This is an optimization exercise on Yosys and OpenROAD, whose aim is small area and a short achievable clock period, not a production implementation.
Where RTL was checked, it was by simulation tests only, not by an equivalence proof against the original.
The RTL of run 2 was laid out without a check of its function.
Power is estimated from default activity; no workload was simulated.

## flow/design.v (module list and top-level ports; edited modules follow where they fit)
// module top: 34 lines
// module mac_pp: 326 lines
// module mac_np: 326 lines
// module mac_pn: 326 lines
// module mac_nn: 326 lines
// module fa: 4 lines
// module fax: 6 lines
// module ha: 4 lines
// module hax: 4 lines
// module x2: 3 lines
// module xn2: 3 lines
module top(clk,reset,a1,a2,a3,b1,b2,b3,c1,c2,c3,c4,c5,c6,c7,c8,c9);
  // ...
==> flow/flow/run.sh <==
#!/bin/bash
# Standard ORFS layout with small port buffers and no CTS dummy loads.
set -euo pipefail
export BUFFER_PORTS_ARGS="-buffer_cell sky130_fd_sc_hd__buf_2"
export CTS_ARGS="-sink_clustering_enable -repair_clock_nets -dont_use_dummy_load -buf_list sky130_fd_sc_hd__clkbuf_8"
bash standard.sh > standard_flow.log 2>&1
==> flow/standard.sh <==
#!/bin/bash
# synth_recipe.tcl (not shown) runs the flow's synth.tcl, then flattens the netlist and writes it again
# the make line also repeats each setting of config.mk as NAME=value (left out here)
make -C /OpenROAD-flow-scripts/flow DESIGN_CONFIG=/design/flow/config.mk WORK_HOME=/design/flow/orfs CLKGATE_MAP_FILE= SYNTH_SCRIPT=/design/flow/synth_recipe.tcl "${@:-finish}"
==> flow/config.mk <==
export PLATFORM = sky130hd
export DESIGN_NAME = top
export DESIGN_NICKNAME = top
export VERILOG_FILES = /design/flow/design.v
export SDC_FILE = /design/flow/constraint.sdc
export NUM_CORES = 4
export LEC_CHECK = 0
export CAP_MARGIN = 20
export CORE_MARGIN = 2
export CORE_UTILIZATION = 40
export SLEW_MARGIN = 20
export SYNTH_HIERARCHICAL = 1
==> flow/constraint.sdc <==
create_clock -name core_clock -period 6.0 [get_ports {clk}]
set_input_delay 1.2000 -clock core_clock [delete_from_list [all_inputs] [get_ports {clk}]]
set_output_delay 1.2000 -clock core_clock [all_outputs]
set_load 0.01 [all_outputs]
==> impl_results.md, run 1 <==
* Root buffer cell: clkbuf_8
* Met2 GRT Util at 0.350
* # placed instances at 3681
* Fraction of area in multi-input gates at 0.715
* Hold Startpoint: acc5[16]
* Crit-path cells: nor2_1 -> ha_1 -> fa_1 -> fa_1 -> fa_1 -> xor2_1 -> and3_1 -> a32oi_1 -> nand3_1 -> o21ai_1 -> o221ai_1 -> xnor2_1 -> nor2_1
* Syn nets at 3098
* Fin. Hold Viols at 0
* Sw Ratio at 0.455
* Worst reg2reg path startpoint: a11n[5]
* Global Route Usage Sum at 0.205
* Top class by area: multi-input combinational cells
* Vias/cell at 5.29
* Drc violations at 0
* Status: timing/DRC/antenna clean
* Slew HR at 0.416
* Xor/xnor cell area share of the yosys netlist at 0.219
* Worst-skew pair later-pin latency at 0.65 ns
* Final ANT Viol Nets at 0
* Int Power at 5.04 mW
* Largest net degree at the start of global routing at 142
* CTS clock-pin slew for the worst setup and hold paths at 0.05 ns
* Diodes inserted at 1
* Adder-Cell Fraction of Synth Area at 0.236
* Count leader, synth: xor2_1
* Setup ws final at 1.46 ns
* Commonest non-fill, non-tap cells in the layout: xor2_1, nor2_1, fa_1
* Setup bufs post-CTS at 0
==> module top, before the edit <==
module top(clk,reset,a1,a2,a3,b1,b2,b3,c1,c2,c3,c4,c5,c6,c7,c8,c9);
 input wire clk,reset;
 input wire [7:0] a1,a2,a3,b1,b2,b3;
 output wire [16:0] c1,c2,c3,c4,c5,c6,c7,c8,c9;
 reg [7:0] a01n,a02n,a11n,a12n,a21n,a22n,b10n,b11n,b12n,b20n,b21n,b22n;
 reg [16:0] acc1,acc2,acc3,acc4,acc5,acc6,acc7,acc8,acc9;
 wire [16:0] s1n,s2n,s3n,s4n,s5n,s6n,s7n,s8n,s9n;
 mac_pp m1 (.a(a1),    .b(b1),    .acc(acc1), .sn(s1n));
 mac_np m2 (.an(a01n), .b(b2),    .acc(acc2), .sn(s2n));
 mac_np m3 (.an(a02n), .b(b3),    .acc(acc3), .sn(s3n));
 mac_pn m4 (.a(a2),    .bn(b10n), .acc(acc4), .sn(s4n));
 mac_nn m5 (.an(a11n), .bn(b11n), .acc(acc5), .sn(s5n));
 mac_nn m6 (.an(a12n), .bn(b12n), .acc(acc6), .sn(s6n));
 mac_pn m7 (.a(a3),    .bn(b20n), .acc(acc7), .sn(s7n));
 mac_nn m8 (.an(a21n), .bn(b21n), .acc(acc8), .sn(s8n));
 mac_nn m9 (.an(a22n), .bn(b22n), .acc(acc9), .sn(s9n));
 always @(posedge clk) begin
    if (reset) begin
      a01n <= 8'hff; a02n <= 8'hff; a11n <= 8'hff; a12n <= 8'hff; a21n <= 8'hff; a22n <= 8'hff;
      b10n <= 8'hff; b11n <= 8'hff; b12n <= 8'hff; b20n <= 8'hff; b21n <= 8'hff; b22n <= 8'hff;
      acc1 <= 0; acc2 <= 0; acc3 <= 0; acc4 <= 0; acc5 <= 0;
      acc6 <= 0; acc7 <= 0; acc8 <= 0; acc9 <= 0;
    end
    else begin
      a01n <= ~a1; a02n <= a01n; a11n <= ~a2; a12n <= a11n; a21n <= ~a3; a22n <= a21n;
      b10n <= ~b1; b20n <= b10n; b11n <= ~b2; b21n <= b11n; b12n <= ~b3; b22n <= b12n;
      acc1 <= ~s1n; acc2 <= ~s2n; acc3 <= ~s3n; acc4 <= ~s4n; acc5 <= ~s5n;
      acc6 <= ~s6n; acc7 <= ~s7n; acc8 <= ~s8n; acc9 <= ~s9n;
    end
 end
 assign c1 = acc1; assign c2 = acc2; assign c3 = acc3;
 assign c4 = acc4; assign c5 = acc5; assign c6 = acc6;
 assign c7 = acc7; assign c8 = acc8; assign c9 = acc9;
endmodule
==> module mac_pp, before the edit <==
module mac_pp(input wire [7:0] a, input wire [7:0] b, input wire [16:0] acc, output wire [16:0] sn);
  wire pp0_0 = a[0] & b[0];
  wire pp0_1 = a[0] & b[1];
  wire pp0_2 = a[0] & b[2];
  wire pp0_3 = a[0] & b[3];
  wire pp0_4 = a[0] & b[4];
  wire pp0_5 = a[0] & b[5];
  wire pp0_6 = a[0] & b[6];
  wire pp0_7 = a[0] & b[7];
  wire pp1_0 = a[1] & b[0];
  wire pp1_1 = a[1] & b[1];
  wire pp1_2 = a[1] & b[2];
  wire pp1_3 = a[1] & b[3];
  wire pp1_4 = a[1] & b[4];
  wire pp1_5 = a[1] & b[5];
  wire pp1_6 = a[1] & b[6];
  wire pp1_7 = a[1] & b[7];
  wire pp2_0 = a[2] & b[0];
  wire pp2_1 = a[2] & b[1];
  wire pp2_2 = a[2] & b[2];
  wire pp2_3 = a[2] & b[3];
  wire pp2_4 = a[2] & b[4];
  wire pp2_5 = a[2] & b[5];
  wire pp2_6 = a[2] & b[6];
  wire pp2_7 = a[2] & b[7];
  wire pp3_0 = a[3] & b[0];
  wire pp3_1 = a[3] & b[1];
  wire pp3_2 = a[3] & b[2];
  wire pp3_3 = a[3] & b[3];
  wire pp3_4 = a[3] & b[4];
  wire pp3_5 = a[3] & b[5];
  wire pp3_6 = a[3] & b[6];
  wire pp3_7 = a[3] & b[7];
  wire pp4_0 = a[4] & b[0];
  wire pp4_1 = a[4] & b[1];
  wire pp4_2 = a[4] & b[2];
  wire pp4_3 = a[4] & b[3];
  wire pp4_4 = a[4] & b[4];
  wire pp4_5 = a[4] & b[5];
  wire pp4_6 = a[4] & b[6];
  wire pp4_7 = a[4] & b[7];
  wire pp5_0 = a[5] & b[0];
  wire pp5_1 = a[5] & b[1];
  wire pp5_2 = a[5] & b[2];
  wire pp5_3 = a[5] & b[3];
  wire pp5_4 = a[5] & b[4];
  wire pp5_5 = a[5] & b[5];
  wire pp5_6 = a[5] & b[6];
  wire pp5_7 = a[5] & b[7];
  wire pp6_0 = a[6] & b[0];
  wire pp6_1 = a[6] & b[1];
  wire pp6_2 = a[6] & b[2];
  wire pp6_3 = a[6] & b[3];
  wire pp6_4 = a[6] & b[4];
  wire pp6_5 = a[6] & b[5];
  wire pp6_6 = a[6] & b[6];
  wire pp6_7 = a[6] & b[7];
  wire pp7_0 = a[7] & b[0];
  wire pp7_1 = a[7] & b[1];
  wire pp7_2 = a[7] & b[2];
  wire pp7_3 = a[7] & b[3];
  wire pp7_4 = a[7] & b[4];
  wire pp7_5 = a[7] & b[5];
  wire pp7_6 = a[7] & b[6];
  wire pp7_7 = a[7] & b[7];
  wire s1, c1;
  ha us1 (acc[5], pp0_5, s1, c1);
  wire s2, c2;
  fax us2 (acc[6], pp0_6, pp1_5, s2, c2);
  wire s3, c3;
  hax us3 (pp2_4, pp3_3, s3, c3);
  wire s4, c4;
  fax us4 (acc[7], pp0_7, pp1_6, s4, c4);
  wire s5, c5;
  fax us5 (pp2_5, pp3_4, pp4_3, s5, c5);
  wire s6, c6;
  ha us6 (pp5_2, pp6_1, s6, c6);
  wire s7, c7;
  fax us7 (acc[8], pp1_7, pp2_6, s7, c7);
  wire s8, c8;
  fa us8 (pp3_5, pp4_4, pp5_3, s8, c8);
  wire s9, c9;
  hax us9 (pp6_2, pp7_1, s9, c9);
  wire s10, c10;
  fax us10 (acc[9], pp2_7, pp3_6, s10, c10);
  wire s11, c11;
  fax us11 (pp4_5, pp5_4, pp6_3, s11, c11);
  wire s12, c12;
  fax us12 (acc[10], pp3_7, pp4_6, s12, c12);
  wire s13, c13;
  ha us13 (acc[3], pp0_3, s13, c13);
  wire s14, c14;
  fa us14 (acc[4], pp0_4, pp1_3, s14, c14);
  wire s15, c15;
  ha us15 (pp2_2, pp3_1, s15, c15);
  wire s16, c16;
  fax us16 (pp1_4, pp2_3, pp3_2, s16, c16);
  wire s17, c17;
  fax us17 (pp4_1, pp5_0, s1, s17, c17);
  wire s18, c18;
  fa us18 (pp4_2, pp5_1, pp6_0, s18, c18);
  wire s19, c19;
  fax us19 (c1, s3, s2, s19, c19);
  wire s20, c20;
  fax us20 (pp7_0, c3, s6, s20, c20);
  wire s21, c21;
  fa us21 (c2, s4, s5, s21, c21);
  wire s22, c22;
  fax us22 (c6, s9, c4, s22, c22);
  wire s23, c23;
  fax us23 (c5, s7, s8, s23, c23);
  wire s24, c24;
  fax us24 (pp7_2, c9, c7, s24, c24);
  wire s25, c25;
  fa us25 (c8, s10, s11, s25, c25);
  wire s26, c26;
  fa us26 (pp5_5, pp6_4, pp7_3, s26, c26);
  wire s27, c27;
  fa us27 (c10, c11, s12, s27, c27);
  wire s28, c28;
  fa us28 (acc[11], pp4_7, pp5_6, s28, c28);
  wire s29, c29;
  fax us29 (pp6_5, pp7_4, c12, s29, c29);
  wire s30, c30;
  fa us30 (acc[12], pp5_7, pp6_6, s30, c30);
  wire s31, c31;
  ha us31 (acc[2], pp0_2, s31, c31);
  wire s32, c32;
  fa us32 (pp1_2, pp2_1, pp3_0, s32, c32);
  wire s33, c33;
  fa us33 (pp4_0, c13, s15, s33, c33);
  wire s34, c34;
  fa us34 (c15, c14, s16, s34, c34);
  wire s35, c35;
  fax us35 (c16, c17, s18, s35, c35);
  wire s36, c36;
  fa us36 (c18, s20, c19, s36, c36);
  wire s37, c37;
  fax us37 (c20, s22, c21, s37, c37);
  wire s38, c38;
  fax us38 (s24, c22, c23, s38, c38);
  wire s39, c39;
  fax us39 (s26, c24, s27, s39, c39);
  wire s40, c40;
  fax us40 (c26, s28, s29, s40, c40);
  wire s41, c41;
  fax us41 (pp7_5, c28, s30, s41, c41);
  wire s42, c42;
  fa us42 (acc[13], pp6_7, pp7_6, s42, c42);
  wire s43, c43;
  ha us43 (acc[1], pp0_1, s43, c43);
  wire s44, c44;
  fa us44 (pp1_1, pp2_0, s31, s44, c44);
  wire s45, c45;
  fa us45 (c31, s13, s32, s45, c45);
  wire s46, c46;
  fa us46 (c32, s14, s33, s46, c46);
  wire s47, c47;
  fa us47 (s17, c33, s34, s47, c47);
  wire s48, c48;
  fa us48 (s19, c34, s35, s48, c48);
  wire s49, c49;
  fax us49 (c35, s21, s36, s49, c49);
  wire s50, c50;
  fax us50 (s23, c36, s37, s50, c50);
  wire s51, c51;
  fax us51 (s25, s38, c37, s51, c51);
  wire s52, c52;
  fax us52 (c25, c38, s39, s52, c52);
  wire s53, c53;
  fax us53 (c27, s40, c39, s53, c53);
  wire s54, c54;
  fa us54 (c29, s41, c40, s54, c54);
  wire s55, c55;
  fa us55 (c30, s42, c41, s55, c55);
  wire s56, c56;
  fa us56 (acc[14], pp7_7, c42, s56, c56);
  wire p0_0, g0_0;
  x2 px0 (acc[0], pp0_0, p0_0);
  assign g0_0 = acc[0] & pp0_0;
  wire p1_1, g1_1;
  x2 px1 (pp1_0, s43, p1_1);
  assign g1_1 = pp1_0 & s43;
  wire p2_2, g2_2;
  x2 px2 (s44, c43, p2_2);
  assign g2_2 = s44 & c43;
  wire p3_3, g3_3;
  x2 px3 (s45, c44, p3_3);
  assign g3_3 = s45 & c44;
  wire p4_4, g4_4;
  x2 px4 (s46, c45, p4_4);
  assign g4_4 = s46 & c45;
  wire p5_5, g5_5;
  x2 px5 (s47, c46, p5_5);
  assign g5_5 = s47 & c46;
  wire p6_6, g6_6;
  x2 px6 (s48, c47, p6_6);
  assign g6_6 = s48 & c47;
  wire p7_7, g7_7;
  x2 px7 (s49, c48, p7_7);
  assign g7_7 = s49 & c48;
  wire p8_8, g8_8;
  x2 px8 (s50, c49, p8_8);
  assign g8_8 = s50 & c49;
  wire p9_9, g9_9;
  x2 px9 (s51, c50, p9_9);
  assign g9_9 = s51 & c50;
  wire p10_10, g10_10;
  x2 px10 (s52, c51, p10_10);
  assign g10_10 = s52 & c51;
  wire p11_11, g11_11;
  x2 px11 (s53, c52, p11_11);
  assign g11_11 = s53 & c52;
  wire p12_12, g12_12;
  x2 px12 (s54, c53, p12_12);
  assign g12_12 = s54 & c53;
  wire p13_13, g13_13;
  x2 px13 (s55, c54, p13_13);
  assign g13_13 = s55 & c54;
  wire p14_14, g14_14;
  x2 px14 (s56, c55, p14_14);
  assign g14_14 = s56 & c55;
  wire p15_15, g15_15;
  x2 px15 (acc[15], c56, p15_15);
  assign g15_15 = acc[15] & c56;
  wire g1_0 = g1_1 | (p1_1 & g0_0);
  wire g2_1 = g2_2 | (p2_2 & g1_1);
  wire p2_1 = p2_2 & p1_1;
  wire g3_2 = g3_3 | (p3_3 & g2_2);
  wire p3_2 = p3_3 & p2_2;
  wire g4_3 = g4_4 | (p4_4 & g3_3);
  wire p4_3 = p4_4 & p3_3;
  wire g5_4 = g5_5 | (p5_5 & g4_4);
  wire p5_4 = p5_5 & p4_4;
  wire g6_5 = g6_6 | (p6_6 & g5_5);
  wire p6_5 = p6_6 & p5_5;
  wire g7_6 = g7_7 | (p7_7 & g6_6);
  wire p7_6 = p7_7 & p6_6;
  wire g8_7 = g8_8 | (p8_8 & g7_7);
  wire p8_7 = p8_8 & p7_7;
  wire g9_8 = g9_9 | (p9_9 & g8_8);
  wire p9_8 = p9_9 & p8_8;
  wire g10_9 = g10_10 | (p10_10 & g9_9);
  wire p10_9 = p10_10 & p9_9;
  wire g11_10 = g11_11 | (p11_11 & g10_10);
  wire p11_10 = p11_11 & p10_10;
  wire g12_11 = g12_12 | (p12_12 & g11_11);
  wire p12_11 = p12_12 & p11_11;
  wire g13_12 = g13_13 | (p13_13 & g12_12);
  wire p13_12 = p13_13 & p12_12;
  wire g14_13 = g14_14 | (p14_14 & g13_13);
  wire p14_13 = p14_14 & p13_13;
  wire g15_14 = g15_15 | (p15_15 & g14_14);
  wire p15_14 = p15_15 & p14_14;
  wire g2_0 = g2_1 | (p2_1 & g0_0);
  wire g3_0 = g3_2 | (p3_2 & g1_0);
  wire g4_1 = g4_3 | (p4_3 & g2_1);
  wire p4_1 = p4_3 & p2_1;
  wire g5_2 = g5_4 | (p5_4 & g3_2);
  wire p5_2 = p5_4 & p3_2;
  wire g6_3 = g6_5 | (p6_5 & g4_3);
  wire p6_3 = p6_5 & p4_3;
  wire g7_4 = g7_6 | (p7_6 & g5_4);
  wire p7_4 = p7_6 & p5_4;
  wire g8_5 = g8_7 | (p8_7 & g6_5);
  wire p8_5 = p8_7 & p6_5;
  wire g9_6 = g9_8 | (p9_8 & g7_6);
  wire p9_6 = p9_8 & p7_6;
  wire g10_7 = g10_9 | (p10_9 & g8_7);
  wire p10_7 = p10_9 & p8_7;
  wire g11_8 = g11_10 | (p11_10 & g9_8);
  wire p11_8 = p11_10 & p9_8;
  wire g12_9 = g12_11 | (p12_11 & g10_9);
  wire p12_9 = p12_11 & p10_9;
  wire g13_10 = g13_12 | (p13_12 & g11_10);
  wire p13_10 = p13_12 & p11_10;
  wire g14_11 = g14_13 | (p14_13 & g12_11);
  wire p14_11 = p14_13 & p12_11;
  wire g15_12 = g15_14 | (p15_14 & g13_12);
  wire p15_12 = p15_14 & p13_12;
  wire g4_0 = g4_1 | (p4_1 & g0_0);
  wire g5_0 = g5_2 | (p5_2 & g1_0);
  wire g6_0 = g6_3 | (p6_3 & g2_0);
  wire g7_0 = g7_4 | (p7_4 & g3_0);
  wire g8_1 = g8_5 | (p8_5 & g4_1);
  wire p8_1 = p8_5 & p4_1;
  wire g9_2 = g9_6 | (p9_6 & g5_2);
  wire p9_2 = p9_6 & p5_2;
  wire g10_3 = g10_7 | (p10_7 & g6_3);
  wire p10_3 = p10_7 & p6_3;
  wire g11_4 = g11_8 | (p11_8 & g7_4);
  wire p11_4 = p11_8 & p7_4;
  wire g12_5 = g12_9 | (p12_9 & g8_5);
  wire p12_5 = p12_9 & p8_5;
  wire g13_6 = g13_10 | (p13_10 & g9_6);
  wire p13_6 = p13_10 & p9_6;
  wire g14_7 = g14_11 | (p14_11 & g10_7);
  wire p14_7 = p14_11 & p10_7;
  wire g15_8 = g15_12 | (p15_12 & g11_8);
  wire p15_8 = p15_12 & p11_8;
  wire g8_0 = g8_1 | (p8_1 & g0_0);
  wire g9_0 = g9_2 | (p9_2 & g1_0);
  wire g10_0 = g10_3 | (p10_3 & g2_0);
  wire g11_0 = g11_4 | (p11_4 & g3_0);
  wire g12_0 = g12_5 | (p12_5 & g4_0);
  wire g13_0 = g13_6 | (p13_6 & g5_0);
  wire g14_0 = g14_7 | (p14_7 & g6_0);
  wire g15_0 = g15_8 | (p15_8 & g7_0);
  assign sn[0] = ~p0_0;
  xn2 sx1 (p1_1, g0_0, sn[1]);
  xn2 sx2 (p2_2, g1_0, sn[2]);
  xn2 sx3 (p3_3, g2_0, sn[3]);
  xn2 sx4 (p4_4, g3_0, sn[4]);
  xn2 sx5 (p5_5, g4_0, sn[5]);
  xn2 sx6 (p6_6, g5_0, sn[6]);
  xn2 sx7 (p7_7, g6_0, sn[7]);
  xn2 sx8 (p8_8, g7_0, sn[8]);
  xn2 sx9 (p9_9, g8_0, sn[9]);
  xn2 sx10 (p10_10, g9_0, sn[10]);
  xn2 sx11 (p11_11, g10_0, sn[11]);
  xn2 sx12 (p12_12, g11_0, sn[12]);
  xn2 sx13 (p13_13, g12_0, sn[13]);
  xn2 sx14 (p14_14, g13_0, sn[14]);
  xn2 sx15 (p15_15, g14_0, sn[15]);
  xn2 sx16 (acc[16], g15_0, sn[16]);
endmodule
==> inputs of run 2 (changes only) <==
--- a/flow/design.v
+++ b/flow/design.v
@@ -4,35 +4,33 @@
  output wire [16:0] c1,c2,c3,c4,c5,c6,c7,c8,c9;
  reg [7:0] a01n,a02n,a11n,a12n,a21n,a22n,b10n,b11n,b12n,b20n,b21n,b22n;
  reg [16:0] acc1,acc2,acc3,acc4,acc5,acc6,acc7,acc8,acc9;
- wire [16:0] s1n,s2n,s3n,s4n,s5n,s6n,s7n,s8n,s9n;
- mac_pp m1 (.a(a1),    .b(b1),    .acc(acc1), .sn(s1n));
- mac_np m2 (.an(a01n), .b(b2),    .acc(acc2), .sn(s2n));
- mac_np m3 (.an(a02n), .b(b3),    .acc(acc3), .sn(s3n));
- mac_pn m4 (.a(a2),    .bn(b10n), .acc(acc4), .sn(s4n));
- mac_nn m5 (.an(a11n), .bn(b11n), .acc(acc5), .sn(s5n));
- mac_nn m6 (.an(a12n), .bn(b12n), .acc(acc6), .sn(s6n));
- mac_pn m7 (.a(a3),    .bn(b20n), .acc(acc7), .sn(s7n));
- mac_nn m8 (.an(a21n), .bn(b21n), .acc(acc8), .sn(s8n));
- mac_nn m9 (.an(a22n), .bn(b22n), .acc(acc9), .sn(s9n));
+ wire [16:0] n1,n2,n3,n4,n5,n6,n7,n8,n9;
+ mac_pp m1 (.a(a1),    .b(b1),    .acc(acc1), .reset(reset), .nxt(n1));
+ mac_np m2 (.an(a01n), .b(b2),    .acc(acc2), .reset(reset), .nxt(n2));
+ mac_np m3 (.an(a02n), .b(b3),    .acc(acc3), .reset(reset), .nxt(n3));
+ mac_pn m4 (.a(a2),    .bn(b10n), .acc(acc4), .reset(reset), .nxt(n4));
+ mac_nn m5 (.an(a11n), .bn(b11n), .acc(acc5), .reset(reset), .nxt(n5));
+ mac_nn m6 (.an(a12n), .bn(b12n), .acc(acc6), .reset(reset), .nxt(n6));
+ mac_pn m7 (.a(a3),    .bn(b20n), .acc(acc7), .reset(reset), .nxt(n7));
+ mac_nn m8 (.an(a21n), .bn(b21n), .acc(acc8), .reset(reset), .nxt(n8));
+ mac_nn m9 (.an(a22n), .bn(b22n), .acc(acc9), .reset(reset), .nxt(n9));
  always @(posedge clk) begin
     if (reset) begin
       a01n <= 8'hff; a02n <= 8'hff; a11n <= 8'hff; a12n <= 8'hff; a21n <= 8'hff; a22n <= 8'hff;
       b10n <= 8'hff; b11n <= 8'hff; b12n <= 8'hff; b20n <= 8'hff; b21n <= 8'hff; b22n <= 8'hff;
-      acc1 <= 0; acc2 <= 0; acc3 <= 0; acc4 <= 0; acc5 <= 0;
-      acc6 <= 0; acc7 <= 0; acc8 <= 0; acc9 <= 0;
     end
     else begin
       a01n <= ~a1; a02n <= a01n; a11n <= ~a2; a12n <= a11n; a21n <= ~a3; a22n <= a21n;
       b10n <= ~b1; b20n <= b10n; b11n <= ~b2; b21n <= b11n; b12n <= ~b3; b22n <= b12n;
-      acc1 <= ~s1n; acc2 <= ~s2n; acc3 <= ~s3n; acc4 <= ~s4n; acc5 <= ~s5n;
-      acc6 <= ~s6n; acc7 <= ~s7n; acc8 <= ~s8n; acc9 <= ~s9n;
     end
+    acc1 <= n1; acc2 <= n2; acc3 <= n3; acc4 <= n4; acc5 <= n5;
+    acc6 <= n6; acc7 <= n7; acc8 <= n8; acc9 <= n9;
  end
  assign c1 = acc1; assign c2 = acc2; assign c3 = acc3;
  assign c4 = acc4; assign c5 = acc5; assign c6 = acc6;
  assign c7 = acc7; assign c8 = acc8; assign c9 = acc9;
 endmodule
-module mac_pp(input wire [7:0] a, input wire [7:0] b, input wire [16:0] acc, output wire [16:0] sn);
+module mac_pp(input wire [7:0] a, input wire [7:0] b, input wire [16:0] acc, input wire reset, output wire [16:0] nxt);
   wire pp0_0 = a[0] & b[0];
   wire pp0_1 = a[0] & b[1];
   wire pp0_2 = a[0] & b[2];
@@ -209,18 +207,18 @@
   fa us55 (c30, s42, c41, s55, c55);
   wire s56, c56;
   fa us56 (acc[14], pp7_7, c42, s56, c56);
-  wire p0_0, g0_0;
-  x2 px0 (acc[0], pp0_0, p0_0);
-  assign g0_0 = acc[0] & pp0_0;
-  wire p1_1, g1_1;
-  x2 px1 (pp1_0, s43, p1_1);
-  assign g1_1 = pp1_0 & s43;
-  wire p2_2, g2_2;
-  x2 px2 (s44, c43, p2_2);
-  assign g2_2 = s44 & c43;
-  wire p3_3, g3_3;
-  x2 px3 (s45, c44, p3_3);
-  assign g3_3 = s45 & c44;
+  wire rs0, rc1;
+  ha r0 (acc[0], pp0_0, rs0, rc1);
+  assign nxt[0] = rs0 & ~reset;
+  wire rs1, rc2;
+  fa r1 (pp1_0, s43, rc1, rs1, rc2);
+  assign nxt[1] = rs1 & ~reset;
+  wire rs2, rc3;
+  fa r2 (s44, c43, rc2, rs2, rc3);
+  assign nxt[2] = rs2 & ~reset;
+  wire rs3, rc4;
+  fa r3 (s45, c44, rc3, rs3, rc4);
+  assign nxt[3] = rs3 & ~reset;
   wire p4_4, g4_4;
   x2 px4 (s46, c45, p4_4);
   assign g4_4 = s46 & c45;
@@ -257,13 +255,7 @@
   wire p15_15, g15_15;
   x2 px15 (acc[15], c56, p15_15);
   assign g15_15 = acc[15] & c56;
-  wire g1_0 = g1_1 | (p1_1 & g0_0);
-  wire g2_1 = g2_2 | (p2_2 & g1_1);
-  wire p2_1 = p2_2 & p1_1;
-  wire g3_2 = g3_3 | (p3_3 & g2_2);
-  wire p3_2 = p3_3 & p2_2;
-  wire g4_3 = g4_4 | (p4_4 & g3_3);
-  wire p4_3 = p4_4 & p3_3;
+  wire g4_3 = g4_4 | (p4_4 & rc4);
   wire g5_4 = g5_5 | (p5_5 & g4_4);
   wire p5_4 = p5_5 & p4_4;
   wire g6_5 = g6_6 | (p6_6 & g5_5);
@@ -286,14 +278,8 @@
   wire p14_13 = p14_14 & p13_13;
   wire g15_14 = g15_15 | (p15_15 & g14_14);
   wire p15_14 = p15_15 & p14_14;
-  wire g2_0 = g2_1 | (p2_1 & g0_0);
-  wire g3_0 = g3_2 | (p3_2 & g1_0);
-  wire g4_1 = g4_3 | (p4_3 & g2_1);
-  wire p4_1 = p4_3 & p2_1;
-  wire g5_2 = g5_4 | (p5_4 & g3_2);
-  wire p5_2 = p5_4 & p3_2;
+  wire g5_3 = g5_4 | (p5_4 & rc4);
   wire g6_3 = g6_5 | (p6_5 & g4_3);
-  wire p6_3 = p6_5 & p4_3;
   wire g7_4 = g7_6 | (p7_6 & g5_4);
   wire p7_4 = p7_6 & p5_4;
   wire g8_5 = g8_7 | (p8_7 & g6_5);
@@ -312,16 +298,10 @@
   wire p14_11 = p14_13 & p12_11;
   wire g15_12 = g15_14 | (p15_14 & g13_12);
   wire p15_12 = p15_14 & p13_12;
-  wire g4_0 = g4_1 | (p4_1 & g0_0);
-  wire g5_0 = g5_2 | (p5_2 & g1_0);
-  wire g6_0 = g6_3 | (p6_3 & g2_0);
-  wire g7_0 = g7_4 | (p7_4 & g3_0);
-  wire g8_1 = g8_5 | (p8_5 & g4_1);
-  wire p8_1 = p8_5 & p4_1;
-  wire g9_2 = g9_6 | (p9_6 & g5_2);
-  wire p9_2 = p9_6 & p5_2;
+  wire g7_3 = g7_4 | (p7_4 & rc4);
+  wire g8_3 = g8_5 | (p8_5 & g4_3);
+  wire g9_3 = g9_6 | (p9_6 & g5_3);
   wire g10_3 = g10_7 | (p10_7 & g6_3);
-  wire p10_3 = p10_7 & p6_3;
   wire g11_4 = g11_8 | (p11_8 & g7_4);
   wire p11_4 = p11_8 & p7_4;
   wire g12_5 = g12_9 | (p12_9 & g8_5);
@@ -332,33 +312,52 @@
   wire p14_7 = p14_11 & p10_7;
   wire g15_8 = g15_12 | (p15_12 & g11_8);
   wire p15_8 = p15_12 & p11_8;
-  wire g8_0 = g8_1 | (p8_1 & g0_0);
-  wire g9_0 = g9_2 | (p9_2 & g1_0);
-  wire g10_0 = g10_3 | (p10_3 & g2_0);
-  wire g11_0 = g11_4 | (p11_4 & g3_0);
-  wire g12_0 = g12_5 | (p12_5 & g4_0);
-  wire g13_0 = g13_6 | (p13_6 & g5_0);
-  wire g14_0 = g14_7 | (p14_7 & g6_0);
-  wire g15_0 = g15_8 | (p15_8 & g7_0);
-  assign sn[0] = ~p0_0;
-  xn2 sx1 (p1_1, g0_0, sn[1]);
-  xn2 sx2 (p2_2, g1_0, sn[2]);
-  xn2 sx3 (p3_3, g2_0, sn[3]);
-  xn2 sx4 (p4_4, g3_0, sn[4]);
-  xn2 sx5 (p5_5, g4_0, sn[5]);
-  xn2 sx6 (p6_6, g5_0, sn[6]);
-  xn2 sx7 (p7_7, g6_0, sn[7]);
-  xn2 sx8 (p8_8, g7_0, sn[8]);
-  xn2 sx9 (p9_9, g8_0, sn[9]);
-  xn2 sx10 (p10_10, g9_0, sn[10]);
-  xn2 sx11 (p11_11, g10_0, sn[11]);
-  xn2 sx12 (p12_12, g11_0, sn[12]);
-  xn2 sx13 (p13_13, g12_0, sn[13]);
-  xn2 sx14 (p14_14, g13_0, sn[14]);
-  xn2 sx15 (p15_15, g14_0, sn[15]);
-  xn2 sx16 (acc[16], g15_0, sn[16]);
+  wire g11_3 = g11_4 | (p11_4 & rc4);
+  wire g12_3 = g12_5 | (p12_5 & g4_3);
+  wire g13_3 = g13_6 | (p13_6 & g5_3);
+  wire g14_3 = g14_7 | (p14_7 & g6_3);
+  wire g15_3 = g15_8 | (p15_8 & g7_3);
+  wire sn4;
+  xn2 sx4 (p4_4, rc4, sn4);
+  assign nxt[4] = ~(sn4 | reset);
+  wire sn5;
+  xn2 sx5 (p5_5, g4_3, sn5);
+  assign nxt[5] = ~(sn5 | reset);
+  wire sn6;
+  xn2 sx6 (p6_6, g5_3, sn6);
+  assign nxt[6] = ~(sn6 | reset);
+  wire sn7;
+  xn2 sx7 (p7_7, g6_3, sn7);
+  assign nxt[7] = ~(sn7 | reset);
+  wire sn8;
+  xn2 sx8 (p8_8, g7_3, sn8);
+  assign nxt[8] = ~(sn8 | reset);
+  wire sn9;
+  xn2 sx9 (p9_9, g8_3, sn9);
+  assign nxt[9] = ~(sn9 | reset);
+  wire sn10;
+  xn2 sx10 (p10_10, g9_3, sn10);
+  assign nxt[10] = ~(sn10 | reset);
+  wire sn11;
+  xn2 sx11 (p11_11, g10_3, sn11);
+  assign nxt[11] = ~(sn11 | reset);
+  wire sn12;
+  xn2 sx12 (p12_12, g11_3, sn12);
+  assign nxt[12] = ~(sn12 | reset);
+  wire sn13;
+  xn2 sx13 (p13_13, g12_3, sn13);
+  assign nxt[13] = ~(sn13 | reset);
+  wire sn14;
+  xn2 sx14 (p14_14, g13_3, sn14);
+  assign nxt[14] = ~(sn14 | reset);
+  wire sn15;
+  xn2 sx15 (p15_15, g14_3, sn15);
+  assign nxt[15] = ~(sn15 | reset);
+  wire sn16;
+  xn2 sx16 (acc[16], g15_3, sn16);
+  assign nxt[16] = ~(sn16 | reset);
 endmodule
-module mac_np(input wire [7:0] an, input wire [7:0] b, input wire [16:0] acc, output wire [16:0] sn);
+module mac_np(input wire [7:0] an, input wire [7:0] b, input wire [16:0] acc, input wire reset, output wire [16:0] nxt);
   wire pp0_0 = ~an[0] & b[0];
   wire pp0_1 = ~an[0] & b[1];
   wire pp0_2 = ~an[0] & b[2];
@@ -535,18 +534,18 @@
   fa us55 (c30, s42, c41, s55, c55);
   wire s56, c56;
   fa us56 (acc[14], pp7_7, c42, s56, c56);
-  wire p0_0, g0_0;
-  x2 px0 (acc[0], pp0_0, p0_0);
-  assign g0_0 = acc[0] & pp0_0;
-  wire p1_1, g1_1;
-  x2 px1 (pp1_0, s43, p1_1);
-  assign g1_1 = pp1_0 & s43;
-  wire p2_2, g2_2;
-  x2 px2 (s44, c43, p2_2);
-  assign g2_2 = s44 & c43;
-  wire p3_3, g3_3;
-  x2 px3 (s45, c44, p3_3);
-  assign g3_3 = s45 & c44;
+  wire rs0, rc1;
+  ha r0 (acc[0], pp0_0, rs0, rc1);
+  assign nxt[0] = rs0 & ~reset;
+  wire rs1, rc2;
+  fa r1 (pp1_0, s43, rc1, rs1, rc2);
+  assign nxt[1] = rs1 & ~reset;
+  wire rs2, rc3;
+  fa r2 (s44, c43, rc2, rs2, rc3);
+  assign nxt[2] = rs2 & ~reset;
+  wire rs3, rc4;
+  fa r3 (s45, c44, rc3, rs3, rc4);
+  assign nxt[3] = rs3 & ~reset;
   wire p4_4, g4_4;
   x2 px4 (s46, c45, p4_4);
   assign g4_4 = s46 & c45;
@@ -583,13 +582,7 @@
   wire p15_15, g15_15;
   x2 px15 (acc[15], c56, p15_15);
   assign g15_15 = acc[15] & c56;
-  wire g1_0 = g1_1 | (p1_1 & g0_0);
-  wire g2_1 = g2_2 | (p2_2 & g1_1);
-  wire p2_1 = p2_2 & p1_1;
-  wire g3_2 = g3_3 | (p3_3 & g2_2);
-  wire p3_2 = p3_3 & p2_2;
-  wire g4_3 = g4_4 | (p4_4 & g3_3);
-  wire p4_3 = p4_4 & p3_3;
+  wire g4_3 = g4_4 | (p4_4 & rc4);
   wire g5_4 = g5_5 | (p5_5 & g4_4);
   wire p5_4 = p5_5 & p4_4;
   wire g6_5 = g6_6 | (p6_6 & g5_5);
@@ -612,14 +605,8 @@
   wire p14_13 = p14_14 & p13_13;
   wire g15_14 = g15_15 | (p15_15 & g14_14);
   wire p15_14 = p15_15 & p14_14;
-  wire g2_0 = g2_1 | (p2_1 & g0_0);
-  wire g3_0 = g3_2 | (p3_2 & g1_0);
-  wire g4_1 = g4_3 | (p4_3 & g2_1);
-  wire p4_1 = p4_3 & p2_1;
-  wire g5_2 = g5_4 | (p5_4 & g3_2);
-  wire p5_2 = p5_4 & p3_2;
+  wire g5_3 = g5_4 | (p5_4 & rc4);
   wire g6_3 = g6_5 | (p6_5 & g4_3);
-  wire p6_3 = p6_5 & p4_3;
   wire g7_4 = g7_6 | (p7_6 & g5_4);
   wire p7_4 = p7_6 & p5_4;
   wire g8_5 = g8_7 | (p8_7 & g6_5);
@@ -638,16 +625,10 @@
   wire p14_11 = p14_13 & p12_11;
   wire g15_12 = g15_14 | (p15_14 & g13_12);
   wire p15_12 = p15_14 & p13_12;
-  wire g4_0 = g4_1 | (p4_1 & g0_0);
-  wire g5_0 = g5_2 | (p5_2 & g1_0);
-  wire g6_0 = g6_3 | (p6_3 & g2_0);
-  wire g7_0 = g7_4 | (p7_4 & g3_0);
-  wire g8_1 = g8_5 | (p8_5 & g4_1);
-  wire p8_1 = p8_5 & p4_1;
-  wire g9_2 = g9_6 | (p9_6 & g5_2);
-  wire p9_2 = p9_6 & p5_2;
+  wire g7_3 = g7_4 | (p7_4 & rc4);
+  wire g8_3 = g8_5 | (p8_5 & g4_3);
+  wire g9_3 = g9_6 | (p9_6 & g5_3);
   wire g10_3 = g10_7 | (p10_7 & g6_3);
-  wire p10_3 = p10_7 & p6_3;
   wire g11_4 = g11_8 | (p11_8 & g7_4);
   wire p11_4 = p11_8 & p7_4;
   wire g12_5 = g12_9 | (p12_9 & g8_5);
@@ -658,33 +639,52 @@
   wire p14_7 = p14_11 & p10_7;
   wire g15_8 = g15_12 | (p15_12 & g11_8);
   wire p15_8 = p15_12 & p11_8;
-  wire g8_0 = g8_1 | (p8_1 & g0_0);
-  wire g9_0 = g9_2 | (p9_2 & g1_0);
-  wire g10_0 = g10_3 | (p10_3 & g2_0);
-  wire g11_0 = g11_4 | (p11_4 & g3_0);
-  wire g12_0 = g12_5 | (p12_5 & g4_0);
-  wire g13_0 = g13_6 | (p13_6 & g5_0);
-  wire g14_0 = g14_7 | (p14_7 & g6_0);
-  wire g15_0 = g15_8 | (p15_8 & g7_0);
-  assign sn[0] = ~p0_0;
-  xn2 sx1 (p1_1, g0_0, sn[1]);
-  xn2 sx2 (p2_2, g1_0, sn[2]);
-  xn2 sx3 (p3_3, g2_0, sn[3]);
-  xn2 sx4 (p4_4, g3_0, sn[4]);
-  xn2 sx5 (p5_5, g4_0, sn[5]);
-  xn2 sx6 (p6_6, g5_0, sn[6]);
-  xn2 sx7 (p7_7, g6_0, sn[7]);
-  xn2 sx8 (p8_8, g7_0, sn[8]);
-  xn2 sx9 (p9_9, g8_0, sn[9]);
-  xn2 sx10 (p10_10, g9_0, sn[10]);
-  xn2 sx11 (p11_11, g10_0, sn[11]);
-  xn2 sx12 (p12_12, g11_0, sn[12]);
-  xn2 sx13 (p13_13, g12_0, sn[13]);
-  xn2 sx14 (p14_14, g13_0, sn[14]);
-  xn2 sx15 (p15_15, g14_0, sn[15]);
-  xn2 sx16 (acc[16], g15_0, sn[16]);
+  wire g11_3 = g11_4 | (p11_4 & rc4);
+  wire g12_3 = g12_5 | (p12_5 & g4_3);
+  wire g13_3 = g13_6 | (p13_6 & g5_3);
+  wire g14_3 = g14_7 | (p14_7 & g6_3);
+  wire g15_3 = g15_8 | (p15_8 & g7_3);
+  wire sn4;
+  xn2 sx4 (p4_4, rc4, sn4);
+  assign nxt[4] = ~(sn4 | reset);
+  wire sn5;
+  xn2 sx5 (p5_5, g4_3, sn5);
+  assign nxt[5] = ~(sn5 | reset);
+  wire sn6;
+  xn2 sx6 (p6_6, g5_3, sn6);
+  assign nxt[6] = ~(sn6 | reset);
+  wire sn7;
+  xn2 sx7 (p7_7, g6_3, sn7);
+  assign nxt[7] = ~(sn7 | reset);
+  wire sn8;
+  xn2 sx8 (p8_8, g7_3, sn8);
+  assign nxt[8] = ~(sn8 | reset);
+  wire sn9;
+  xn2 sx9 (p9_9, g8_3, sn9);
+  assign nxt[9] = ~(sn9 | reset);
+  wire sn10;
+  xn2 sx10 (p10_10, g9_3, sn10);
+  assign nxt[10] = ~(sn10 | reset);
+  wire sn11;
+  xn2 sx11 (p11_11, g10_3, sn11);
+  assign nxt[11] = ~(sn11 | reset);
+  wire sn12;
+  xn2 sx12 (p12_12, g11_3, sn12);
+  assign nxt[12] = ~(sn12 | reset);
+  wire sn13;
+  xn2 sx13 (p13_13, g12_3, sn13);
+  assign nxt[13] = ~(sn13 | reset);
+  wire sn14;
+  xn2 sx14 (p14_14, g13_3, sn14);
+  assign nxt[14] = ~(sn14 | reset);
+  wire sn15;
+  xn2 sx15 (p15_15, g14_3, sn15);
+  assign nxt[15] = ~(sn15 | reset);
+  wire sn16;
+  xn2 sx16 (acc[16], g15_3, sn16);
+  assign nxt[16] = ~(sn16 | reset);
 endmodule
-module mac_pn(input wire [7:0] a, input wire [7:0] bn, input wire [16:0] acc, output wire [16:0] sn);
+module mac_pn(input wire [7:0] a, input wire [7:0] bn, input wire [16:0] acc, input wire reset, output wire [16:0] nxt);
   wire pp0_0 = a[0] & ~bn[0];
   wire pp0_1 = a[0] & ~bn[1];
   wire pp0_2 = a[0] & ~bn[2];
@@ -861,18 +861,18 @@
   fa us55 (c30, s42, c41, s55, c55);
   wire s56, c56;
   fa us56 (acc[14], pp7_7, c42, s56, c56);
-  wire p0_0, g0_0;
-  x2 px0 (acc[0], pp0_0, p0_0);
-  assign g0_0 = acc[0] & pp0_0;
-  wire p1_1, g1_1;
-  x2 px1 (pp1_0, s43, p1_1);
-  assign g1_1 = pp1_0 & s43;
-  wire p2_2, g2_2;
-  x2 px2 (s44, c43, p2_2);
-  assign g2_2 = s44 & c43;
-  wire p3_3, g3_3;
-  x2 px3 (s45, c44, p3_3);
-  assign g3_3 = s45 & c44;
+  wire rs0, rc1;
+  ha r0 (acc[0], pp0_0, rs0, rc1);
+  assign nxt[0] = rs0 & ~reset;
+  wire rs1, rc2;
+  fa r1 (pp1_0, s43, rc1, rs1, rc2);
+  assign nxt[1] = rs1 & ~reset;
+  wire rs2, rc3;
+  fa r2 (s44, c43, rc2, rs2, rc3);
+  assign nxt[2] = rs2 & ~reset;
+  wire rs3, rc4;
+  fa r3 (s45, c44, rc3, rs3, rc4);
+  assign nxt[3] = rs3 & ~reset;
   wire p4_4, g4_4;
   x2 px4 (s46, c45, p4_4);
   assign g4_4 = s46 & c45;
@@ -909,13 +909,7 @@
   wire p15_15, g15_15;
   x2 px15 (acc[15], c56, p15_15);
   assign g15_15 = acc[15] & c56;
-  wire g1_0 = g1_1 | (p1_1 & g0_0);
-  wire g2_1 = g2_2 | (p2_2 & g1_1);
-  wire p2_1 = p2_2 & p1_1;
-  wire g3_2 = g3_3 | (p3_3 & g2_2);
-  wire p3_2 = p3_3 & p2_2;
-  wire g4_3 = g4_4 | (p4_4 & g3_3);
-  wire p4_3 = p4_4 & p3_3;
+  wire g4_3 = g4_4 | (p4_4 & rc4);
   wire g5_4 = g5_5 | (p5_5 & g4_4);
   wire p5_4 = p5_5 & p4_4;
   wire g6_5 = g6_6 | (p6_6 & g5_5);
@@ -938,14 +932,8 @@
   wire p14_13 = p14_14 & p13_13;
   wire g15_14 = g15_15 | (p15_15 & g14_14);
   wire p15_14 = p15_15 & p14_14;
-  wire g2_0 = g2_1 | (p2_1 & g0_0);
-  wire g3_0 = g3_2 | (p3_2 & g1_0);
-  wire g4_1 = g4_3 | (p4_3 & g2_1);
-  wire p4_1 = p4_3 & p2_1;
-  wire g5_2 = g5_4 | (p5_4 & g3_2);
-  wire p5_2 = p5_4 & p3_2;
+  wire g5_3 = g5_4 | (p5_4 & rc4);
   wire g6_3 = g6_5 | (p6_5 & g4_3);
-  wire p6_3 = p6_5 & p4_3;
   wire g7_4 = g7_6 | (p7_6 & g5_4);
   wire p7_4 = p7_6 & p5_4;
   wire g8_5 = g8_7 | (p8_7 & g6_5);
@@ -964,16 +952,10 @@
   wire p14_11 = p14_13 & p12_11;
   wire g15_12 = g15_14 | (p15_14 & g13_12);
   wire p15_12 = p15_14 & p13_12;
-  wire g4_0 = g4_1 | (p4_1 & g0_0);
-  wire g5_0 = g5_2 | (p5_2 & g1_0);
-  wire g6_0 = g6_3 | (p6_3 & g2_0);
-  wire g7_0 = g7_4 | (p7_4 & g3_0);
-  wire g8_1 = g8_5 | (p8_5 & g4_1);
-  wire p8_1 = p8_5 & p4_1;
-  wire g9_2 = g9_6 | (p9_6 & g5_2);
-  wire p9_2 = p9_6 & p5_2;
+  wire g7_3 = g7_4 | (p7_4 & rc4);
+  wire g8_3 = g8_5 | (p8_5 & g4_3);
+  wire g9_3 = g9_6 | (p9_6 & g5_3);
   wire g10_3 = g10_7 | (p10_7 & g6_3);
-  wire p10_3 = p10_7 & p6_3;
   wire g11_4 = g11_8 | (p11_8 & g7_4);
   wire p11_4 = p11_8 & p7_4;
   wire g12_5 = g12_9 | (p12_9 & g8_5);
@@ -984,33 +966,52 @@
   wire p14_7 = p14_11 & p10_7;
   wire g15_8 = g15_12 | (p15_12 & g11_8);
   wire p15_8 = p15_12 & p11_8;
-  wire g8_0 = g8_1 | (p8_1 & g0_0);
-  wire g9_0 = g9_2 | (p9_2 & g1_0);
-  wire g10_0 = g10_3 | (p10_3 & g2_0);
-  wire g11_0 = g11_4 | (p11_4 & g3_0);
-  wire g12_0 = g12_5 | (p12_5 & g4_0);
-  wire g13_0 = g13_6 | (p13_6 & g5_0);
-  wire g14_0 = g14_7 | (p14_7 & g6_0);
-  wire g15_0 = g15_8 | (p15_8 & g7_0);
-  assign sn[0] = ~p0_0;
-  xn2 sx1 (p1_1, g0_0, sn[1]);
-  xn2 sx2 (p2_2, g1_0, sn[2]);
-  xn2 sx3 (p3_3, g2_0, sn[3]);
-  xn2 sx4 (p4_4, g3_0, sn[4]);
-  xn2 sx5 (p5_5, g4_0, sn[5]);
-  xn2 sx6 (p6_6, g5_0, sn[6]);
-  xn2 sx7 (p7_7, g6_0, sn[7]);
-  xn2 sx8 (p8_8, g7_0, sn[8]);
-  xn2 sx9 (p9_9, g8_0, sn[9]);
-  xn2 sx10 (p10_10, g9_0, sn[10]);
-  xn2 sx11 (p11_11, g10_0, sn[11]);
-  xn2 sx12 (p12_12, g11_0, sn[12]);
-  xn2 sx13 (p13_13, g12_0, sn[13]);
-  xn2 sx14 (p14_14, g13_0, sn[14]);
-  xn2 sx15 (p15_15, g14_0, sn[15]);
-  xn2 sx16 (acc[16], g15_0, sn[16]);
+  wire g11_3 = g11_4 | (p11_4 & rc4);
+  wire g12_3 = g12_5 | (p12_5 & g4_3);
+  wire g13_3 = g13_6 | (p13_6 & g5_3);
+  wire g14_3 = g14_7 | (p14_7 & g6_3);
+  wire g15_3 = g15_8 | (p15_8 & g7_3);
+  wire sn4;
+  xn2 sx4 (p4_4, rc4, sn4);
+  assign nxt[4] = ~(sn4 | reset);
+  wire sn5;
+  xn2 sx5 (p5_5, g4_3, sn5);
+  assign nxt[5] = ~(sn5 | reset);
+  wire sn6;
+  xn2 sx6 (p6_6, g5_3, sn6);
+  assign nxt[6] = ~(sn6 | reset);
+  wire sn7;
+  xn2 sx7 (p7_7, g6_3, sn7);
+  assign nxt[7] = ~(sn7 | reset);
+  wire sn8;
+  xn2 sx8 (p8_8, g7_3, sn8);
+  assign nxt[8] = ~(sn8 | reset);
+  wire sn9;
+  xn2 sx9 (p9_9, g8_3, sn9);
+  assign nxt[9] = ~(sn9 | reset);
+  wire sn10;
+  xn2 sx10 (p10_10, g9_3, sn10);
+  assign nxt[10] = ~(sn10 | reset);
+  wire sn11;
+  xn2 sx11 (p11_11, g10_3, sn11);
+  assign nxt[11] = ~(sn11 | reset);
+  wire sn12;
+  xn2 sx12 (p12_12, g11_3, sn12);
+  assign nxt[12] = ~(sn12 | reset);
+  wire sn13;
+  xn2 sx13 (p13_13, g12_3, sn13);
+  assign nxt[13] = ~(sn13 | reset);
+  wire sn14;
+  xn2 sx14 (p14_14, g13_3, sn14);
+  assign nxt[14] = ~(sn14 | reset);
+  wire sn15;
+  xn2 sx15 (p15_15, g14_3, sn15);
+  assign nxt[15] = ~(sn15 | reset);
+  wire sn16;
+  xn2 sx16 (acc[16], g15_3, sn16);
+  assign nxt[16] = ~(sn16 | reset);
 endmodule
-module mac_nn(input wire [7:0] an, input wire [7:0] bn, input wire [16:0] acc, output wire [16:0] sn);
+module mac_nn(input wire [7:0] an, input wire [7:0] bn, input wire [16:0] acc, input wire reset, output wire [16:0] nxt);
   wire pp0_0 = ~an[0] & ~bn[0];
   wire pp0_1 = ~an[0] & ~bn[1];
   wire pp0_2 = ~an[0] & ~bn[2];
@@ -1076,11 +1077,11 @@
   wire pp7_6 = ~an[7] & ~bn[6];
   wire pp7_7 = ~an[7] & ~bn[7];
   wire s1, c1;
-  ha us1 (acc[5], pp0_5, s1, c1);
+  hax us1 (acc[5], pp0_5, s1, c1);
   wire s2, c2;
-  fax us2 (acc[6], pp0_6, pp1_5, s2, c2);
+  fa us2 (acc[6], pp0_6, pp1_5, s2, c2);
   wire s3, c3;
-  ha us3 (pp2_4, pp3_3, s3, c3);
+  hax us3 (pp2_4, pp3_3, s3, c3);
   wire s4, c4;
   fax us4 (acc[7], pp0_7, pp1_6, s4, c4);
   wire s5, c5;
@@ -1090,11 +1091,11 @@
   wire s7, c7;
   fax us7 (acc[8], pp1_7, pp2_6, s7, c7);
   wire s8, c8;
-  fa us8 (pp3_5, pp4_4, pp5_3, s8, c8);
+  fax us8 (pp3_5, pp4_4, pp5_3, s8, c8);
   wire s9, c9;
-  ha us9 (pp6_2, pp7_1, s9, c9);
+  hax us9 (pp6_2, pp7_1, s9, c9);
   wire s10, c10;
-  fa us10 (acc[9], pp2_7, pp3_6, s10, c10);
+  fax us10 (acc[9], pp2_7, pp3_6, s10, c10);
   wire s11, c11;
   fax us11 (pp4_5, pp5_4, pp6_3, s11, c11);
   wire s12, c12;
@@ -1106,21 +1107,21 @@
   wire s15, c15;
   ha us15 (pp2_2, pp3_1, s15, c15);
   wire s16, c16;
-  fa us16 (pp1_4, pp2_3, pp3_2, s16, c16);
+  fax us16 (pp1_4, pp2_3, pp3_2, s16, c16);
   wire s17, c17;
-  fa us17 (pp4_1, pp5_0, s1, s17, c17);
+  fax us17 (pp4_1, pp5_0, s1, s17, c17);
   wire s18, c18;
-  fa us18 (pp4_2, pp5_1, pp6_0, s18, c18);
+  fax us18 (pp4_2, pp5_1, pp6_0, s18, c18);
   wire s19, c19;
-  fa us19 (c1, s3, s2, s19, c19);
+  fax us19 (c1, s3, s2, s19, c19);
   wire s20, c20;
-  fa us20 (pp7_0, c3, s6, s20, c20);
+  fax us20 (pp7_0, c3, s6, s20, c20);
   wire s21, c21;
   fa us21 (c2, s4, s5, s21, c21);
   wire s22, c22;
   fax us22 (c6, s9, c4, s22, c22);
   wire s23, c23;
-  fax us23 (c5, s7, s8, s23, c23);
+  fa us23 (c5, s7, s8, s23, c23);
   wire s24, c24;
   fax us24 (pp7_2, c9, c7, s24, c24);
   wire s25, c25;
@@ -1128,13 +1129,13 @@
   wire s26, c26;
   fa us26 (pp5_5, pp6_4, pp7_3, s26, c26);
   wire s27, c27;
-  fax us27 (c11, c10, s12, s27, c27);
+  fax us27 (c10, c11, s12, s27, c27);
   wire s28, c28;
   fa us28 (acc[11], pp4_7, pp5_6, s28, c28);
   wire s29, c29;
   fax us29 (pp6_5, pp7_4, c12, s29, c29);
   wire s30, c30;
-  fa us30 (acc[12], pp5_7, pp6_6, s30, c30);
+  fax us30 (acc[12], pp5_7, pp6_6, s30, c30);
   wire s31, c31;
   ha us31 (acc[2], pp0_2, s31, c31);
   wire s32, c32;
@@ -1146,15 +1147,15 @@
   wire s35, c35;
   fa us35 (c16, c17, s18, s35, c35);
   wire s36, c36;
-  fa us36 (c18, s20, c19, s36, c36);
+  fax us36 (c18, s20, c19, s36, c36);
   wire s37, c37;
-  fa us37 (c20, s22, c21, s37, c37);
+  fax us37 (c20, s22, c21, s37, c37);
   wire s38, c38;
-  fa us38 (s24, c22, c23, s38, c38);
+  fax us38 (s24, c22, c23, s38, c38);
   wire s39, c39;
-  fa us39 (s26, c24, s27, s39, c39);
+  fax us39 (s26, c24, s27, s39, c39);
   wire s40, c40;
-  fa us40 (c26, s28, s29, s40, c40);
+  fax us40 (c26, s28, s29, s40, c40);
   wire s41, c41;
   fa us41 (pp7_5, c28, s30, s41, c41);
   wire s42, c42;
@@ -1174,11 +1175,11 @@
   wire s49, c49;
   fa us49 (c35, s21, s36, s49, c49);
   wire s50, c50;
-  fa us50 (s23, c36, s37, s50, c50);
+  fax us50 (s23, c36, s37, s50, c50);
   wire s51, c51;
-  fa us51 (s25, s38, c37, s51, c51);
+  fax us51 (s25, c37, s38, s51, c51);
   wire s52, c52;
-  fa us52 (c25, c38, s39, s52, c52);
+  fax us52 (c25, c38, s39, s52, c52);
   wire s53, c53;
   fa us53 (c27, s40, c39, s53, c53);
   wire s54, c54;
@@ -1187,18 +1188,18 @@
   fa us55 (c30, s42, c41, s55, c55);
   wire s56, c56;
   fa us56 (acc[14], pp7_7, c42, s56, c56);
-  wire p0_0, g0_0;
-  x2 px0 (acc[0], pp0_0, p0_0);
-  assign g0_0 = acc[0] & pp0_0;
-  wire p1_1, g1_1;
-  x2 px1 (pp1_0, s43, p1_1);
-  assign g1_1 = pp1_0 & s43;
-  wire p2_2, g2_2;
-  x2 px2 (s44, c43, p2_2);
-  assign g2_2 = s44 & c43;
-  wire p3_3, g3_3;
-  x2 px3 (s45, c44, p3_3);
-  assign g3_3 = s45 & c44;
+  wire rs0, rc1;
+  ha r0 (acc[0], pp0_0, rs0, rc1);
+  assign nxt[0] = rs0 & ~reset;
+  wire rs1, rc2;
+  fa r1 (pp1_0, s43, rc1, rs1, rc2);
+  assign nxt[1] = rs1 & ~reset;
+  wire rs2, rc3;
+  fa r2 (s44, c43, rc2, rs2, rc3);
+  assign nxt[2] = rs2 & ~reset;
+  wire rs3, rc4;
+  fa r3 (s45, c44, rc3, rs3, rc4);
+  assign nxt[3] = rs3 & ~reset;
   wire p4_4, g4_4;
   x2 px4 (s46, c45, p4_4);
   assign g4_4 = s46 & c45;
@@ -1235,13 +1236,7 @@
   wire p15_15, g15_15;
   x2 px15 (acc[15], c56, p15_15);
   assign g15_15 = acc[15] & c56;
-  wire g1_0 = g1_1 | (p1_1 & g0_0);
-  wire g2_1 = g2_2 | (p2_2 & g1_1);
-  wire p2_1 = p2_2 & p1_1;
-  wire g3_2 = g3_3 | (p3_3 & g2_2);
-  wire p3_2 = p3_3 & p2_2;
-  wire g4_3 = g4_4 | (p4_4 & g3_3);
-  wire p4_3 = p4_4 & p3_3;
+  wire g4_3 = g4_4 | (p4_4 & rc4);
   wire g5_4 = g5_5 | (p5_5 & g4_4);
   wire p5_4 = p5_5 & p4_4;
   wire g6_5 = g6_6 | (p6_6 & g5_5);
@@ -1264,14 +1259,8 @@
   wire p14_13 = p14_14 & p13_13;
   wire g15_14 = g15_15 | (p15_15 & g14_14);
   wire p15_14 = p15_15 & p14_14;
-  wire g2_0 = g2_1 | (p2_1 & g0_0);
-  wire g3_0 = g3_2 | (p3_2 & g1_0);
-  wire g4_1 = g4_3 | (p4_3 & g2_1);
-  wire p4_1 = p4_3 & p2_1;
-  wire g5_2 = g5_4 | (p5_4 & g3_2);
-  wire p5_2 = p5_4 & p3_2;
+  wire g5_3 = g5_4 | (p5_4 & rc4);
   wire g6_3 = g6_5 | (p6_5 & g4_3);
-  wire p6_3 = p6_5 & p4_3;
   wire g7_4 = g7_6 | (p7_6 & g5_4);
   wire p7_4 = p7_6 & p5_4;
   wire g8_5 = g8_7 | (p8_7 & g6_5);
@@ -1290,16 +1279,10 @@
   wire p14_11 = p14_13 & p12_11;
   wire g15_12 = g15_14 | (p15_14 & g13_12);
   wire p15_12 = p15_14 & p13_12;
-  wire g4_0 = g4_1 | (p4_1 & g0_0);
-  wire g5_0 = g5_2 | (p5_2 & g1_0);
-  wire g6_0 = g6_3 | (p6_3 & g2_0);
-  wire g7_0 = g7_4 | (p7_4 & g3_0);
-  wire g8_1 = g8_5 | (p8_5 & g4_1);
-  wire p8_1 = p8_5 & p4_1;
-  wire g9_2 = g9_6 | (p9_6 & g5_2);
-  wire p9_2 = p9_6 & p5_2;
+  wire g7_3 = g7_4 | (p7_4 & rc4);
+  wire g8_3 = g8_5 | (p8_5 & g4_3);
+  wire g9_3 = g9_6 | (p9_6 & g5_3);
   wire g10_3 = g10_7 | (p10_7 & g6_3);
-  wire p10_3 = p10_7 & p6_3;
   wire g11_4 = g11_8 | (p11_8 & g7_4);
   wire p11_4 = p11_8 & p7_4;
   wire g12_5 = g12_9 | (p12_9 & g8_5);
@@ -1310,31 +1293,50 @@
   wire p14_7 = p14_11 & p10_7;
   wire g15_8 = g15_12 | (p15_12 & g11_8);
   wire p15_8 = p15_12 & p11_8;
-  wire g8_0 = g8_1 | (p8_1 & g0_0);
-  wire g9_0 = g9_2 | (p9_2 & g1_0);
-  wire g10_0 = g10_3 | (p10_3 & g2_0);
-  wire g11_0 = g11_4 | (p11_4 & g3_0);
-  wire g12_0 = g12_5 | (p12_5 & g4_0);
-  wire g13_0 = g13_6 | (p13_6 & g5_0);
-  wire g14_0 = g14_7 | (p14_7 & g6_0);
-  wire g15_0 = g15_8 | (p15_8 & g7_0);
-  assign sn[0] = ~p0_0;
-  xn2 sx1 (p1_1, g0_0, sn[1]);
-  xn2 sx2 (p2_2, g1_0, sn[2]);
-  xn2 sx3 (p3_3, g2_0, sn[3]);
-  xn2 sx4 (p4_4, g3_0, sn[4]);
-  xn2 sx5 (p5_5, g4_0, sn[5]);
-  xn2 sx6 (p6_6, g5_0, sn[6]);
-  xn2 sx7 (p7_7, g6_0, sn[7]);
-  xn2 sx8 (p8_8, g7_0, sn[8]);
-  xn2 sx9 (p9_9, g8_0, sn[9]);
-  xn2 sx10 (p10_10, g9_0, sn[10]);
-  xn2 sx11 (p11_11, g10_0, sn[11]);
-  xn2 sx12 (p12_12, g11_0, sn[12]);
-  xn2 sx13 (p13_13, g12_0, sn[13]);
-  xn2 sx14 (p14_14, g13_0, sn[14]);
-  xn2 sx15 (p15_15, g14_0, sn[15]);
-  xn2 sx16 (acc[16], g15_0, sn[16]);
+  wire g11_3 = g11_4 | (p11_4 & rc4);
+  wire g12_3 = g12_5 | (p12_5 & g4_3);
+  wire g13_3 = g13_6 | (p13_6 & g5_3);
+  wire g14_3 = g14_7 | (p14_7 & g6_3);
+  wire g15_3 = g15_8 | (p15_8 & g7_3);
+  wire sn4;
+  xn2 sx4 (p4_4, rc4, sn4);
+  assign nxt[4] = ~(sn4 | reset);
+  wire sn5;
+  xn2 sx5 (p5_5, g4_3, sn5);
+  assign nxt[5] = ~(sn5 | reset);
+  wire sn6;
+  xn2 sx6 (p6_6, g5_3, sn6);
+  assign nxt[6] = ~(sn6 | reset);
+  wire sn7;
+  xn2 sx7 (p7_7, g6_3, sn7);
+  assign nxt[7] = ~(sn7 | reset);
+  wire sn8;
+  xn2 sx8 (p8_8, g7_3, sn8);
+  assign nxt[8] = ~(sn8 | reset);
+  wire sn9;
+  xn2 sx9 (p9_9, g8_3, sn9);
+  assign nxt[9] = ~(sn9 | reset);
+  wire sn10;
+  xn2 sx10 (p10_10, g9_3, sn10);
+  assign nxt[10] = ~(sn10 | reset);
+  wire sn11;
+  xn2 sx11 (p11_11, g10_3, sn11);
+  assign nxt[11] = ~(sn11 | reset);
+  wire sn12;
+  xn2 sx12 (p12_12, g11_3, sn12);
+  assign nxt[12] = ~(sn12 | reset);
+  wire sn13;
+  xn2 sx13 (p13_13, g12_3, sn13);
+  assign nxt[13] = ~(sn13 | reset);
+  wire sn14;
+  xn2 sx14 (p14_14, g13_3, sn14);
+  assign nxt[14] = ~(sn14 | reset);
+  wire sn15;
+  xn2 sx15 (p15_15, g14_3, sn15);
+  assign nxt[15] = ~(sn15 | reset);
+  wire sn16;
+  xn2 sx16 (acc[16], g15_3, sn16);
+  assign nxt[16] = ~(sn16 | reset);
 endmodule
 module fa(input wire x, input wire y, input wire z, output wire s, output wire c);
   assign s = x ^ y ^ z;
==> impl_results.md, run 2 <==
* Area after DPL at 27300 um^2
* Vias in the first global route at 21100
* Worst EP arrival at 4.77 ns
* Clk sinks at 249
* Mapped Area at 25500 um^2
* Full die area at 65900 um^2
* Share of cells above drive strength 1 at 0.0960
* Setup bufs post-CTS at 0 (unchanged)
* Total power at 9.20 mW
* Buffers on Ports at 202
* Critical Path Fanout Max at 9
* Total Wirelength at 66500 um
* Slew HR at 0.466 (+0.0493)
* Setup ws final at 1.71 ns (+0.255 ns)
* Synth Flop Type: dfxtp_1
* CTS H-Tree Depth at 2
* Worst slew pin tran at 0.802 ns
* Initial Util at 0.405
* Syn nets at 3116 (+0.58%)
* Gates resized, CTS repair at 0
* Max Cap Violations at 0
* Fmax at 233 MHz
* Final hold slack at 0.498 ns
* Final setup fails at 0
* Clock Path Buffers at 3
* HP Class: reg2reg
* Post-Place Worst Slack at 1.22 ns
* CTS clock-pin slew for the worst setup and hold paths at 0.04 ns (about the same)
* Top-level I/O count at 203
* CORE AREA at 63100 um^2
* CP Launch Type: input port
* Avg Inst Size Synth at 9.21 um^2
* Vias/cell at 5.30 (+0.14%)
* Detailed Place HPWL at 51500 um
* # placed instances at 3741 (+1.6%)
* Fin. Hold Viols at 0 (unchanged)
* Unique masters post-synth at 31
* Final worst-path cycle share at 0.715
* Vias at 20100
* Largest cells by area after synthesis: xor2_1, dfxtp_1, fa_1
* Layout Nets at 3292
* Top-area cell type share of the netlist area at 0.200
* Fin cells at 3795
* Synth cell count leaders: xor2_1, nor2_1, nor2b_1, a22o_1, dfxtp_1
* Remaining Overflow, GRT at 0
* TritonRoute pass-1 iters at 5
* Average wire per standard cell at 17.5 um
* Final Util at 0.444
* Die X at 257 um
* Kind of critical path: in2reg
* Tmin final at 4.29 ns
* Design area at 28000 um^2
* Async SR Flop Fraction at 0
* Post-Synthesis Cells at 2774
* EDFF count, synth at 0
* Hold-fix buffer count after cts at 0
* Worst path required time at 6.48 ns
* Commonest non-fill, non-tap cells in the layout: xor2_1, nor2_1, nor2b_1
* Final ANT Viol Nets at 0 (unchanged)
* Initial antenna violation count at 1
* Pwr/cell area at 328 nW/um^2
* CP Capture Type: register
* Global Route Usage Sum at 0.201 (-0.00435)
* Root buffer cell: clkbuf_8
* RSZ-0062 raised after global routing: no
* Max-slew violation count at 0
* Worst clock skew at 0.0384 ns
* Count leader, synth: xor2_1
* Worst IR Drop VDD at 0.376 mV
* Floorplan row count at 92
* Drc violations at 0 (unchanged)
* #FFs+latches synth at 249
* Status: timing/DRC/antenna clean
* Post-synth top area cell: xor2_1
* CTS buffer count at 53
* Synthesis-to-layout area growth at 9.69%
* Largest net degree at the start of global routing at 116 (-18%)
* Synth warnings at 7
* Most common cell after layout, fill and taps aside: xor2_1
* CTS tree: done
* P_leak at 14.3 nW
* Iteration-0 DRC Markers at 916
* First-pass GRT wire length at 109000 um
* Setup TNS at 0 ns
* Worst-skew pair later-pin latency at 0.64 ns (about the same)
* Die Y at 257 um
* Register area share after synthesis at 0.195
* Final GP Congestion at 0.873
## run 2: cell types whose count changed after synthesis, moves of 25 or more
cell,delta
or2_1,+34
fa_1,-29
xor2_1,+88
nor2b_1,+57
inv_1,-30
nor2_1,-25
or2_2,-40
a22o_1,+49
xnor2_1,-27
## run 2: area by class of cell
cell class                 count  area (um^2)
sequential                   249         4980
multi-input combinational   2424        20100
inverter                      18         67.6
clock buffer                  53          729
timing repair buffer         204         1030
antenna                        1         2.50
fill                        6213        35100
tap                          846         1060
## run 2: kinds of logic after synthesis
| kind of cell | after synthesis | share of synthesized area |
|---|---|---|
| simple gates | 1009 | 0.201 |
| flops | 249 | 0.195 |
| xor+xnor | 699 | 0.240 |
| buf+inv | 101 | 0.0163 |
| fa+ha+maj | 292 | 0.211 |
| compound gates | 424 | 0.137 |
## run 2: path summary, 6_finish.rpt
kind / from / end / slack, ns / depth (start not counted)
min reg2reg: acc8[16] / acc8[16] / 0.50 / 2
max: b2[4] / acc2[14] / 1.71 / 14
min: acc8[16] / acc8[16] / 0.50 / 2
max reg2reg: b11n[3] / acc5[12] / 2.00 / 14
## run 2: routing by layer
| metal | GRT usage | routed length [um] | up-vias |
|---|---|---|---|
| li1 | - | - | 9599 |
| met1 | 0.254 | 29400 | 9975 |
| met2 | 0.350 | 32200 | 428 |
| met3 | 0.0318 | 2980 | 113 |
| met4 | 0.0623 | 1820 | 0 |
| met5 | 0 | 0 | - |
## run 2: power by group
group	total [mW]	internal, mW	switching, mW
registers	2.30	1.96	0.340
clock network	1.48	0.766	0.718
logic	5.41	2.22	3.20
## run 2: Yosys stat by module, one instance, submodules excluded, excerpt
module	cell area, um^2	times used
fax	8.76	226
mac_np	738	2
x2	8.76	582
top	5660	1
ha	12.5	59
hax	6.26	22
fa	20.0	233
xn2	8.76	117
## run 2: worst max-delay path, cell delays in order
cell and delay, ns:
buf_2 0.24, nor2b_1 0.25, xor2_1 0.24, xor2_1 0.26, fa_1 0.48, xor2_1 0.29
xor2_1 0.31, xor2_1 0.38, and4_1 0.25, a41o_1 0.16, o21ai_2 0.13, o31ai_1 0.35
xnor2_1 0.17, nor2_1 0.05

[afterwards: timing with drivers on the ports]
No port has a modelled driver above. Below, the same layouts with a new extraction and two added sets of constraints.
Step 1 (the two cells are an assumption about what drives the block):
set clk [get_ports {clk}]
set_driving_cell -lib_cell sky130_fd_sc_hd__clkbuf_16 $clk
set_driving_cell -lib_cell sky130_fd_sc_hd__buf_2 [delete_from_list [all_inputs] $clk]
Step 2 moves the port delays by t, midway between the first and last clock arrival at a register: inputs arrive t later, outputs are due t later. That takes back most of the time a late clock gives input paths.
Slacks: no drivers / after step 1 / after step 2; pairs: no drivers / after step 1.
run	t (ns)	setup slack, ns	worst hold slack (ns)	worst slew at a driven data input, ns
run 1	0.684	1.458 / 1.458 / 1.000	0.517 / 0.517 / 0.517	0.08
run 2	0.673	1.713 / 1.748 / 1.075	0.498 / 0.498 / 0.498	0.03
After both steps every run listed still meets setup and hold. For run 2, which loses most, drivers alone change the setup slack by +0.035 ns; drivers and shift together by -0.638 ns.
